From an optimization exercise on the open Yosys and OpenROAD flow, aimed at a short achievable clock period and few clock cycles; shortcuts taken in it are not production practice.
The RTL was checked by simulation tests, not by an equivalence proof against the original design.
Power and IR drop assume default switching activity.

===== config.mk =====
export PLATFORM = sky130hd
export DESIGN_NAME = core
export DESIGN_NICKNAME = core
export VERILOG_FILES = /design/flow/design.v
export SDC_FILE = /design/flow/constraint.sdc
export NUM_CORES = 4
export LEC_CHECK = 0
export ABC_CLOCK_PERIOD_IN_PS = 4000
export CAP_MARGIN = 20
export CELL_PAD_IN_SITES_DETAIL_PLACEMENT = 1
export CELL_PAD_IN_SITES_GLOBAL_PLACEMENT = 2
export CORE_MARGIN = 2
export CORE_UTILIZATION = 35
export PLACE_DENSITY = 0.55
export SLEW_MARGIN = 20
export TNS_END_PERCENT = 10

===== constraint.sdc =====
create_clock -name core_clock -period 11.0 [get_ports {clk}]
set_input_delay 2.2000 -clock core_clock [delete_from_list [all_inputs] [get_ports {clk}]]
set_output_delay 2.2000 -clock core_clock [all_outputs]
set_load 0.01 [all_outputs]

===== design.v =====
module core (
    input  logic                clk,
    input  logic                rst_n,
    output logic                imem_req_vld,
    input  logic                imem_req_rdy,
    output logic [68:0]         imem_req,
    input  logic                imem_rsp_vld,
    output logic                imem_rsp_rdy,
    input  logic [68:0]         imem_rsp,
    output logic                dmem_req_vld,
    input  logic                dmem_req_rdy,
    output logic [68:0]         dmem_req,
    input  logic                dmem_rsp_vld,
    output logic                dmem_rsp_rdy,
    input  logic [68:0]         dmem_rsp
);
    localparam int NB = 16;      
    logic [31:0] pc_d;           
    logic        d_vld;          
    logic        d_redir_q;      
    logic [31:0] fetch_q;        
    logic [31:0] pc4_d;          
    logic          hit_q;        
    logic [NB-1:0] hitv_q;
    logic [31:2]   btb_tgt_q;
    logic        x_redir_q;      
    logic        x_vld;
    logic [31:0] x_a, x_b, x_sd, x_dres, x_tgt, x_pc4;
    logic [31:0] x_ma, x_mb;     
    logic [31:0] x_ca, x_cb;     
    logic [31:0] x_sa;           
    logic [4:0]  x_sb;
    logic [31:2] x_pc, x_ptgt;
    logic        x_wen;
    logic [4:0]  x_rd;
    logic        x_ld, x_st, x_uns;
    logic [1:0]  x_len;
    logic        x_br, x_jal, x_jalr, x_pt, x_pbtb;
    logic [NB-1:0] x_hitv;
    logic [2:0]  x_fn;
    logic        x_s_add, x_s_sub, x_s_sll, x_s_slt, x_s_sltu;
    logic        x_s_xor, x_s_sr, x_s_or, x_s_and, x_s_d;
    logic        x_sra;
    logic        x_f1m, x_f1w;   
    logic        x_f2m, x_f2w;   
    logic        x_fsm, x_fsw;   
    logic [1:0]  x_fa, x_fb, x_fsd;
    logic        m_vld, m_wen, m_ld, m_st, m_uns;
    logic [4:0]  m_rd;
    logic [1:0]  m_len;
    logic [31:0] m_res, m_addr, m_sd;
    logic        w_vld, w_wen, w_ld, w_uns;
    logic [4:0]  w_rd;
    logic [1:0]  w_len;
    logic [31:0] w_res;
    logic [31:0] rf [1:31];
    logic [NB-1:0] bt_v;
    logic [31:2]   bt_tag [NB];
    logic [31:2]   bt_tgt [NB];
    logic [3:0]    bt_ptr;
    logic          u_wr, u_rm;   
    logic [NB-1:0] u_sel;
    logic [31:2]   u_tag, u_data;
    assign dmem_req_vld = m_vld && (m_ld || m_st);
    assign dmem_req     = {2'b00, m_st, m_addr, m_len, m_sd};
    assign dmem_rsp_rdy = 1'b1;
    logic [31:0] ld_raw, ld_ext, w_val;
    assign ld_raw = dmem_rsp[31:0];
    always_comb begin
        case (w_len)
            2'd1:    ld_ext = {{24{!w_uns && ld_raw[7]}}, ld_raw[7:0]};
            2'd2:    ld_ext = {{16{!w_uns && ld_raw[15]}}, ld_raw[15:0]};
            default: ld_ext = ld_raw;
        endcase
    end
    assign w_val = w_ld ? ld_ext : w_res;
    logic [31:0] sum, diff, sll_v, sr_v, x_res, jr_tgt;
    logic        eq, lt, ltu, taken;
    logic        x_stall, x_go;
    logic [31:0] oa, ob, oca, ocb, osa, oma, osd;
    logic [4:0]  osb;
    assign oa  = x_f1m ? m_res : (x_f1w ? w_res : x_a);
    assign oca = x_f1m ? m_res : (x_f1w ? w_res : x_ca);
    assign osa = x_f1m ? m_res : (x_f1w ? w_res : x_sa);
    assign oma = x_f1m ? m_res : (x_f1w ? w_res : x_ma);
    assign ob  = x_f2m ? m_res : (x_f2w ? w_res : x_b);
    assign ocb = x_f2m ? m_res : (x_f2w ? w_res : x_cb);
    assign osb = x_f2m ? m_res[4:0] : (x_f2w ? w_res[4:0] : x_sb);
    assign osd = x_fsm ? m_res : (x_fsw ? w_res : x_sd);
    assign sum  = oa + ob;
    assign diff = oa - ob;
    assign eq   = (oca == ocb);
    assign ltu  = (oca < ocb);
    assign lt   = (oca[31] != ocb[31]) ? oca[31] : ltu;
    assign sll_v = osa << osb;
    assign sr_v  = (osa >> osb) | ({32{x_sra & osa[31]}} & ~(32'hffffffff >> osb));
    assign x_res = ({32{x_s_add}}  & sum)
                 | ({32{x_s_sub}}  & diff)
                 | ({32{x_s_sll}}  & sll_v)
                 | ({32{x_s_slt}}  & {31'b0, lt})
                 | ({32{x_s_sltu}} & {31'b0, ltu})
                 | ({32{x_s_xor}}  & (oa ^ ob))
                 | ({32{x_s_sr}}   & sr_v)
                 | ({32{x_s_or}}   & (oa | ob))
                 | ({32{x_s_and}}  & (oa & ob))
                 | ({32{x_s_d}}    & x_dres);
    always_comb begin
        case (x_fn)
            3'b000:  taken = eq;
            3'b001:  taken = !eq;
            3'b100:  taken = lt;
            3'b101:  taken = !lt;
            3'b110:  taken = ltu;
            3'b111:  taken = !ltu;
            default: taken = 1'b0;
        endcase
    end
    assign x_stall = x_vld && ((x_fa != 2'd0) || (x_fb != 2'd0) || (x_fsd != 2'd0));
    assign x_go    = x_vld && !x_stall;
    logic tgt_ok;
    assign tgt_ok = !x_pbtb || (x_ptgt == x_tgt[31:2]);
    logic [31:0] jk, jc;
    logic        jr_ok;
    assign jk = {x_ptgt, 2'b00};
    assign jc = oa ^ ob ^ jk;                        
    always_comb begin
        jr_ok = x_pbtb && (jc[1] == (oa[0] & ob[0]));
        for (int i = 1; i < 31; i++)
            jr_ok = jr_ok && (jc[i+1] == ((oa[i] & ob[i]) | (oa[i] & jc[i]) | (ob[i] & jc[i])));
    end
    assign jr_tgt = {sum[31:1], 1'b0};
    logic sel_tgt, sel_pc4, sel_jr, x_redirect;
    assign sel_tgt = x_go && ((x_br && taken) || x_jal) && !(x_pt && tgt_ok);
    assign sel_pc4 = x_go && x_br && !taken && x_pt;
    assign sel_jr  = x_go && x_jalr && !jr_ok;
    assign x_redirect = sel_tgt || sel_pc4 || sel_jr;
    logic [31:0] maddr;
    assign maddr        = oma + x_mb;
    logic [31:0] ins;
    logic [4:0]  opc;
    logic [2:0]  f3;
    logic [4:0]  rs1, rs2, rd;
    logic        is_lui, is_auipc, is_jal, is_jalr, is_br, is_ld, is_st, is_opi, is_opr;
    logic        use1, use2, d_ok, back;
    logic [31:0] imm_i, imm_s, imm_b, imm_j, imm_u;
    logic [31:0] pc_plus4, tgt_b, tgt_j, auipc_v;
    logic [31:0] rf1, rf2, rs1_v, rs2_v;
    logic [31:0] fetch_addr;
    assign ins = imem_rsp[31:0];
    assign opc = ins[6:2];
    assign f3  = ins[14:12];
    assign rs1 = ins[19:15];
    assign rs2 = ins[24:20];
    assign rd  = ins[11:7];
    assign is_lui   = (opc == 5'b01101);
    assign is_auipc = (opc == 5'b00101);
    assign is_jal   = (opc == 5'b11011);
    assign is_jalr  = (opc == 5'b11001);
    assign is_br    = (opc == 5'b11000);
    assign is_ld    = (opc == 5'b00000);
    assign is_st    = (opc == 5'b01000);
    assign is_opi   = (opc == 5'b00100);
    assign is_opr   = (opc == 5'b01100);
    assign use1 = is_jalr || is_br || is_ld || is_st || is_opi || is_opr;
    assign use2 = is_br || is_st || is_opr;
    assign imm_i = {{20{ins[31]}}, ins[31:20]};
    assign imm_s = {{20{ins[31]}}, ins[31:25], ins[11:7]};
    assign imm_b = {{19{ins[31]}}, ins[31], ins[7], ins[30:25], ins[11:8], 1'b0};
    assign imm_j = {{11{ins[31]}}, ins[31], ins[19:12], ins[20], ins[30:21], 1'b0};
    assign imm_u = {ins[31:12], 12'b0};
    assign pc_plus4 = pc4_d;
    assign tgt_b    = pc_d + imm_b;
    assign tgt_j    = pc_d + imm_j;
    assign auipc_v  = pc_d + imm_u;
    assign rf1 = (rs1 == 5'd0) ? 32'b0 : rf[rs1];
    assign rf2 = (rs2 == 5'd0) ? 32'b0 : rf[rs2];
    assign rs1_v = (w_vld && w_wen && w_rd == rs1) ? w_val : rf1;
    assign rs2_v = (w_vld && w_wen && w_rd == rs2) ? w_val : rf2;
    logic mx1, mm1, mx2, mm2;
    assign mx1 = x_vld && x_wen && x_rd == rs1;
    assign mm1 = m_vld && m_wen && m_rd == rs1;
    assign mx2 = x_vld && x_wen && x_rd == rs2;
    assign mm2 = m_vld && m_wen && m_rd == rs2;
    logic [1:0] haz1, haz2;
    assign haz1 = !use1 ? 2'd0 : mx1 ? (x_ld ? 2'd2 : 2'd0) : (mm1 && m_ld) ? 2'd1 : 2'd0;
    assign haz2 = !use2 ? 2'd0 : mx2 ? (x_ld ? 2'd2 : 2'd0) : (mm2 && m_ld) ? 2'd1 : 2'd0;
    assign d_ok = d_vld && !d_redir_q && !x_redir_q && !x_redirect;
    assign back = ins[31];
    logic [NB-1:0] hitv;
    logic          hit;
    logic [31:2]   btb_tgt;
    assign hitv    = hitv_q;
    assign hit     = hit_q;
    assign btb_tgt = btb_tgt_q;
    logic d_redir, d_pt;
    assign d_redir = hit ? !(is_jal || is_jalr || is_br) : (is_jal || (is_br && back));
    assign d_pt    = hit ? (is_jal || is_jalr || is_br) : (is_jal || (is_br && back));
    logic [NB-1:0] f_hitv;
    logic [31:2]   f_btb_tgt;
    logic [31:0] x_rtgt, d_tgt, f_plus4, next_fetch;
    assign fetch_addr = fetch_q;
    assign f_plus4    = fetch_q + 32'd4;
    assign x_rtgt = ({32{sel_tgt}} & x_tgt) | ({32{sel_pc4}} & x_pc4) | ({32{sel_jr}} & jr_tgt);
    assign d_tgt  = ({32{hit}} & pc_plus4) | ({32{!hit && is_jal}} & tgt_j) | ({32{!hit && !is_jal}} & tgt_b);
    always_comb begin
        if (x_redirect)            next_fetch = x_rtgt;
        else if (d_ok && d_redir)  next_fetch = d_tgt;
        else if (|f_hitv)          next_fetch = {f_btb_tgt, 2'b00};
        else                       next_fetch = f_plus4;
    end
    always_comb begin
        f_btb_tgt = '0;
        for (int i = 0; i < NB; i++) begin
            f_hitv[i] = bt_v[i] && (bt_tag[i] == fetch_addr[31:2]);
            f_btb_tgt = f_btb_tgt | ({30{f_hitv[i]}} & bt_tgt[i]);
        end
    end
    assign imem_req_vld = !x_stall;     
    assign imem_req     = {3'b000, fetch_addr, 2'b00, 32'b0};
    assign imem_rsp_rdy = rst_n;
    logic          bt_wr, bt_rm;
    logic [31:2]   bt_wdata;
    assign bt_wr    = x_go && ((((x_br && taken) || x_jal) && !(x_pbtb && tgt_ok)) ||
                               (x_jalr && !jr_ok));
    assign bt_rm    = sel_pc4 && x_pbtb;
    assign bt_wdata = x_jalr ? jr_tgt[31:2] : x_tgt[31:2];
    always_ff @(posedge clk) begin
        if (!rst_n) begin
            pc_d      <= 32'hfffffffc;
            pc4_d     <= 32'h0;
            fetch_q   <= 32'h0;
            hit_q     <= 1'b0;
            d_vld     <= 1'b0;
            d_redir_q <= 1'b0;
            x_redir_q <= 1'b0;
            x_vld     <= 1'b0;
            m_vld     <= 1'b0;
            w_vld     <= 1'b0;
            bt_v      <= '0;
            bt_ptr    <= '0;
            u_wr      <= 1'b0;
            u_rm      <= 1'b0;
        end else begin
            if (!x_stall) begin
                pc_d      <= fetch_q;
                pc4_d     <= f_plus4;
                fetch_q   <= next_fetch;
                hit_q     <= |f_hitv;
                d_vld     <= 1'b1;
                d_redir_q <= d_ok && d_redir;
                x_vld     <= d_ok;
            end
            m_vld <= x_go;
            w_vld <= m_vld;
            x_redir_q <= x_redirect;
            u_wr <= bt_wr;
            u_rm <= bt_rm && !bt_wr;
            if (bt_wr && !x_pbtb)
                bt_ptr <= bt_ptr + 4'd1;
            if (u_wr)
                bt_v <= bt_v | u_sel;
            else if (u_rm)
                bt_v <= bt_v & ~u_sel;
        end
    end
    always_ff @(posedge clk) begin
        for (int i = 0; i < NB; i++)
            u_sel[i] <= x_pbtb ? x_hitv[i] : (bt_ptr == 4'(i));
        u_tag  <= x_pc;
        u_data <= bt_wdata;
        if (u_wr) begin
            for (int i = 0; i < NB; i++) begin
                if (u_sel[i]) begin
                    bt_tag[i] <= u_tag;
                    bt_tgt[i] <= u_data;
                end
            end
        end
    end
    always_ff @(posedge clk) begin
        if (!x_stall) begin
            hitv_q    <= f_hitv;
            btb_tgt_q <= f_btb_tgt;
            x_a      <= rs1_v;
            x_b      <= (is_br || is_opr) ? rs2_v : (is_st ? imm_s : imm_i);
            x_sd     <= rs2_v;
            x_dres   <= is_lui ? imm_u : (is_auipc ? auipc_v : pc_plus4);
            x_tgt    <= ({32{is_jal}} & tgt_j) | ({32{!is_jal}} & tgt_b);
            x_pc4    <= pc_plus4;
            x_pc     <= pc_d[31:2];
            x_ptgt   <= btb_tgt;
            x_pt     <= d_pt;
            x_pbtb   <= hit;
            x_hitv   <= hitv;
            x_wen    <= (is_lui || is_auipc || is_jal || is_jalr || is_ld || is_opi || is_opr) && (rd != 5'd0);
            x_rd     <= rd;
            x_ld     <= is_ld;
            x_st     <= is_st;
            x_uns    <= f3[2];
            x_len    <= (f3[1:0] == 2'b00) ? 2'd1 : (f3[1:0] == 2'b01) ? 2'd2 : 2'd0;
            x_br     <= is_br;
            x_jal    <= is_jal;
            x_jalr   <= is_jalr;
            x_fn     <= f3;
            x_s_add  <= (is_opi || is_opr) && f3 == 3'b000 && !(is_opr && ins[30]);
            x_s_sub  <= is_opr && f3 == 3'b000 && ins[30];
            x_s_sll  <= (is_opi || is_opr) && f3 == 3'b001;
            x_s_slt  <= (is_opi || is_opr) && f3 == 3'b010;
            x_s_sltu <= (is_opi || is_opr) && f3 == 3'b011;
            x_s_xor  <= (is_opi || is_opr) && f3 == 3'b100;
            x_s_sr   <= (is_opi || is_opr) && f3 == 3'b101;
            x_s_or   <= (is_opi || is_opr) && f3 == 3'b110;
            x_s_and  <= (is_opi || is_opr) && f3 == 3'b111;
            x_s_d    <= is_lui || is_auipc || is_jal || is_jalr;
            x_sra    <= ins[30];
            x_fa     <= haz1;
            x_fb     <= (is_br || is_opr) ? haz2 : 2'd0;
            x_fsd    <= is_st ? haz2 : 2'd0;
            x_f1m    <= mx1 && !x_ld;
            x_f1w    <= !mx1 && mm1 && !m_ld;
            x_f2m    <= (is_br || is_opr) && mx2 && !x_ld;
            x_f2w    <= (is_br || is_opr) && !mx2 && mm2 && !m_ld;
            x_fsm    <= is_st && mx2 && !x_ld;
            x_fsw    <= is_st && !mx2 && mm2 && !m_ld;
            if (is_ld || is_st) begin
                x_ma <= rs1_v;
                x_mb <= is_st ? imm_s : imm_i;
            end
            if (is_br || ((is_opi || is_opr) && f3[2:1] == 2'b01)) begin
                x_ca <= rs1_v;
                x_cb <= (is_br || is_opr) ? rs2_v : imm_i;
            end
            if ((is_opi || is_opr) && f3[1:0] == 2'b01) begin
                x_sa <= rs1_v;
                x_sb <= is_opr ? rs2_v[4:0] : ins[24:20];
            end
        end else begin
            if (x_fa == 2'd1) begin
                x_a  <= ld_ext;
                x_ca <= ld_ext;
                x_sa <= ld_ext;
                x_ma <= ld_ext;
            end else begin
                x_a  <= oa;
                x_ca <= oca;
                x_sa <= osa;
                x_ma <= oma;
            end
            if (x_fb == 2'd1) begin
                x_b  <= ld_ext;
                x_cb <= ld_ext;
                x_sb <= ld_ext[4:0];
            end else begin
                x_b  <= ob;
                x_cb <= ocb;
                x_sb <= osb;
            end
            x_sd  <= (x_fsd == 2'd1) ? ld_ext : osd;
            x_f1m <= 1'b0;
            x_f1w <= 1'b0;
            x_f2m <= 1'b0;
            x_f2w <= 1'b0;
            x_fsm <= 1'b0;
            x_fsw <= 1'b0;
            if (x_fa != 2'd0)  x_fa  <= x_fa - 2'd1;
            if (x_fb != 2'd0)  x_fb  <= x_fb - 2'd1;
            if (x_fsd != 2'd0) x_fsd <= x_fsd - 2'd1;
        end
        m_wen  <= x_wen;
        m_rd   <= x_rd;
        m_ld   <= x_ld;
        m_st   <= x_st;
        m_uns  <= x_uns;
        m_len  <= x_len;
        m_res  <= x_res;
        m_addr <= maddr;
        m_sd   <= osd;
        w_wen <= m_wen;
        w_rd  <= m_rd;
        w_ld  <= m_ld;
        w_uns <= m_uns;
        w_len <= m_len;
        w_res <= m_res;
        if (w_vld && w_wen)
            rf[w_rd] <= w_val;
    end
endmodule

===== flow/run.sh =====
#!/bin/bash
set -euo pipefail
bash standard.sh synth > synth.log 2>&1
bash standard.sh SETUP_SLACK_MARGIN=6.5 "BUFFER_PORTS_ARGS=-buffer_cell sky130_fd_sc_hd__buf_4" finish > layout.log 2>&1

===== standard.sh =====
#!/bin/bash
# synth_recipe.tcl (not shown) runs the flow's synth.tcl, then flattens the netlist and writes it again
# the make line also repeats each setting of config.mk as NAME=value (left out here)
make -C /OpenROAD-flow-scripts/flow DESIGN_CONFIG=/design/flow/config.mk WORK_HOME=/design/flow/orfs CLKGATE_MAP_FILE= SYNTH_SCRIPT=/design/flow/synth_recipe.tcl "${@:-finish}"

==> impl_metrics.sql <==
INSERT INTO impl_metrics (metric_group, metric, value, unit) VALUES
('clock_tree', 'htree_levels', '5', ''),
('final_layout', 'drive_gt1_frac', '0.2061', ''),
('synth', 'yosysMostFrequentCell', 'edfxtp_1', ''),
('worst_setup_path', 'rr_worst_depth', '22', ''),
('place', 'port_buffers', '165', ''),
('route', 'routed_via_count', '97312', ''),
('worst_setup_path', 'path_class', 'reg2reg', ''),
('final_layout', 'synthToLayoutAreaGrowth', '18.93', '%'),
('power', 'power.share.combinational', '0.360', ''),
('route', 'drt_pre_antenna_iters', '6', ''),
('final_layout', 'largest_register_ffs', '992', ''),
('synth', 'yosysTopAreaCell', 'edfxtp_1', ''),
('power', 'intPower', '25.46', 'mW'),
('floorplanning', 'core_area', '0.3829', 'sq mm'),
('route', 'drc', '0', ''),
('final_layout', 'regMostFlops', 'rf', ''),
('synth', 'syn_inst', '10463', ''),
('run', 'maxCapViolCount', '0', ''),
('synth', 'synth.top_cells.by_count', '2350 x edfxtp_1, 832 x nand2_1, 703 x a21oi_1', ''),
('worst_setup_path', 'timing.critical_path.from_type', 'flip-flop', ''),
('worst_hold_path', 'min_to', 'u_tag[21]', ''),
('route', 'postRouteWirelength', '606800', 'microns'),
('worst_setup_path', 'worst_r2r_setup_slack', '6.10', 'ns'),
('place', 'finalWeightedCongestion', '0.8706', ''),
('clock_tree', 'cts_sinks', '2800', ''),
('floorplanning', 'floorplan.die.height', '624.5', 'microns'),
('sta', 'setup_viol', '0', ''),
('synth', 'ys.flop_type', 'edfxtp_1', ''),
('clock_tree', 'post_cts_hold_buffer_count', '0', ''),
('sta', 'period_minus_slack', '4.903', 'ns'),
('clock_tree', 'tritoncts', 'yes', ''),
('sta', 'clock-skew-final', '0.06965', 'ns'),
('route', 'route.detailed.wl_per_inst', '37.34', 'microns'),
('clock_tree', 'cts_buffer_depth', '4', ''),
('power', 'switching_share_of_total_power', '0.3956', ''),
('floorplanning', 'floorplan.io_pins', '286', ''),
('synth', 'yosys.area.top_type_share', '0.5237', ''),
('power', 'cellLeakagePower', '56.04', 'nW'),
('floorplanning', 'die_area', '0.3900', 'sq mm'),
('outcome', 'result_of_the_run', 'no timing/DRC/antenna violations', ''),
('synth', 'synthTopCellsByArea', 'edfxtp_1 52%, dfxtp_1 6.7%, mux4_2 6.5%, xnor2_1 3.6%, mux2i_1 3.1%', ''),
('worst_hold_path', 'timing.hold.worst_path_depth', '0', ''),
('power', 'pwr-share-clk', '0.268', ''),
('clock_tree', 'ctsRootBufferMaster', 'clkbuf_16', ''),
('floorplanning', 'die_w', '624.5', 'microns'),
('final_layout', 'fin_nets', '11291', ''),
('worst_setup_path', 'rr_endpoint', 'fetch_q[29]', ''),
('worst_setup_path', 'timing.critical_path.to_type', 'flip-flop', ''),
('clock_tree', 'clock_transition_at_the_register_clock_pins_on_the_worst_setup_and_hold_paths_after_cts', '0.06', 'ns'),
('synth', 'post_synth.cell_area_avg', '12.88', 'sq um'),
('floorplanning', 'starting_utilization_of_the_core_area', '0.3520', ''),
('sta', 'fin_setup_tns', '0', 'ns'),
('worst_hold_path', 'min-delay-path-class', 'reg2reg', ''),
('sta', 'unrepaired_setup_endpoints_after_global_routing', 'yes', ''),
('global_routing', 'first_global_vias', '96410', ''),
('global_routing', 'grt_antenna_before_repair', '110', ''),
('clock_tree', 'numCtsBuffers', '335', ''),
('sta', 'slew_violations', '0', ''),
('worst_setup_path', 'path_max_fanout', '7', ''),
('synth', 'postSynth.asyncResetShare', '0', ''),
('place', 'hpwl', '390000', 'microns'),
('worst_hold_path', 'timing.hold.worst.start', 'x_pc[21]', ''),
('sta', 'final.period_utilization', '0.4457', ''),
('clock_tree', 'clk_latency', '0.95', 'ns'),
('synth', 'ys_types', '92', ''),
('synth', 'area_of_the_mapped_netlist', '0.1347', 'sq mm'),
('floorplanning', 'rows', '227', ''),
('sta', 'finalHoldViolations', '0', ''),
('route', 'final_antenna_net_count', '0', ''),
('route', 'first_iter_violations', '11653', ''),
('synth', 'synth_enable_flop_cells', '2350', '');
## cells in the final DEF, fill, tap and decap left out, types with 93 or more instances in the layout
| cell type | instances |
|---|---|
| nand4_1 | 178 |
| a21oi_1 | 576 |
| a221oi_1 | 99 |
| a211oi_1 | 95 |
| a22oi_1 | 183 |
| nand2_1 | 822 |
| nor2_1 | 464 |
| nor2b_1 | 93 |
| nand3_1 | 136 |
| clkbuf_16 | 365 |
| a21o_1 | 121 |
| mux4_2 | 391 |
| ha_1 | 185 |
| a21oi_2 | 98 |
| dfxtp_1 | 409 |
| xnor2_1 | 544 |
| edfxtp_1 | 2350 |
| nand2b_1 | 257 |
| xor2_1 | 162 |
| inv_1 | 209 |
| buf_4 | 606 |
| mux2i_1 | 419 |
| o21ai_0 | 530 |
## logic make-up (layout without fill, tap and decap cells)
kind of cell | after synthesis | in the layout | synth area share
fa+ha+maj | 260 | 260 | 0.02609
buf+inv | 969 | 1631 | 0.03163
simple gates | 2386 | 2388 | 0.08548
compound gates | 2442 | 2442 | 0.1168
flops | 2800 | 2800 | 0.5906
xor+xnor | 721 | 721 | 0.04686
mux | 883 | 883 | 0.1025
other cells | 2 | 89 | 0.00005573
## worst max path at each step
stage / from / end / slack [ns]
2_1_floorplan: imem_rsp[12] / fetch_q[26] / 5.99
3_3_place_gp: x_f1w / fetch_q[29] / 3.72
3_5_place_dp: x_f1w / fetch_q[29] / 3.64
4_1_cts: imem_rsp[16] / x_sa[15] / 6.08
5_1_grt: imem_rsp[25] / fetch_q[26] / 6.04
6_report: x_f1w / fetch_q[29] / 6.10
## metrics by stage
step                utilization  worst slack (ns)  power (mW)  cell area [sq um]  std cells
floorplan                     -             5.989       22.70             135000      10501
global placement         0.3729             3.720       29.63             142800      15327
detailed placement       0.3732             3.638       29.86             142900      15331
CTS                      0.4118             6.084       41.79             157700      16094
global route             0.4183             6.037       43.65             160100      16205
finish                   0.4186             6.097       42.13             160300      16252
## critical path, cell delays in order, from the launching register on
cell and delay (ns):
dfxtp_4 0.50, buf_8 0.19, buf_12 0.18, buf_12 0.16, nor2b_4 0.04, o21a_1 0.20, ha_4 0.23, nor2b_4 0.12
o211ai_1 0.29, a21oi_2 0.16, o41ai_4 0.43, and4bb_4 0.37, mux2i_4 0.27, buf_12 0.16, o2bb2ai_4 0.07, buf_12 0.13
or3_4 0.36, buf_12 0.16, nor2_4 0.16, buf_8 0.17, buf_12 0.12, nand3_4 0.08, a41oi_2 0.20
## power groups by stage
stage	Combinational, mW	Clock [mW]	Sequential [mW]
after floorplan	7.55	0	15.2
after global placement	13.9	0	15.8
after detailed placement	14.0	0	15.8
after CTS	14.7	11.5	15.6
after global routing	16.0	11.8	15.8
final	15.2	11.3	15.7
## timing repair
item / CTS / global route
gates resized for setup: 430 / 271
pin swaps: 96 / 76
endpoints found under the hold margin: 0 / 0
gates cloned: 21 / 20
buffers inserted: 127 / 84
setup endpoints to repair: 386 / 348
## cell type report
| cell class | count | area, sq um |
|---|---|---|
| clock inverter | 144 | 1456 |
| fill | 38952 | 222600 |
| multi-input combinational | 6734 | 54060 |
| timing repair inverter | 1 | 8.758 |
| timing repair buffer | 792 | 8193 |
| sequential | 2800 | 79650 |
| inverter | 223 | 859.6 |
| clock buffer | 471 | 9598 |
| tap | 5038 | 6304 |
| antenna | 49 | 122.6 |
## per-layer routing
layer,vias up,share of wire,global-route usage
li1,40726,-,-
met1,52235,0.45,0.4469
met2,3664,0.45,0.4630
met3,679,0.072,0.04059
met4,8,0.028,0.07328
met5,-,0.000091,0
Testbench counts, summed over its fixed seeds: cycles 115,167.

[what the ideal ports hide]
How much do the figures lean on ideal ports? The routed layout below was timed once more, with nothing changed but the port constraints. Step 1 (the two cells are an assumption about what drives the block):
set clk [get_ports {clk}]
set_driving_cell -lib_cell sky130_fd_sc_hd__clkbuf_16 $clk
set_driving_cell -lib_cell sky130_fd_sc_hd__buf_2 [delete_from_list [all_inputs] $clk]
Step 2 moves the port delays by t, midway between the first and last clock arrival at a register: inputs arrive t later, outputs are due t later. That takes back most of the time a late clock gives input paths. a / b / c = ideal ports / drivers / drivers and shift; a / b = the first two.
t, ns: 1.019
setup WS [ns]: 6.097 / 6.028 / 5.009
worst register clock-pin slew, ns: 0.07 / 0.07
After both steps this run still meets setup and hold. The setup slack of this run moves by -0.069 ns with the drivers and by -1.088 ns with both steps.
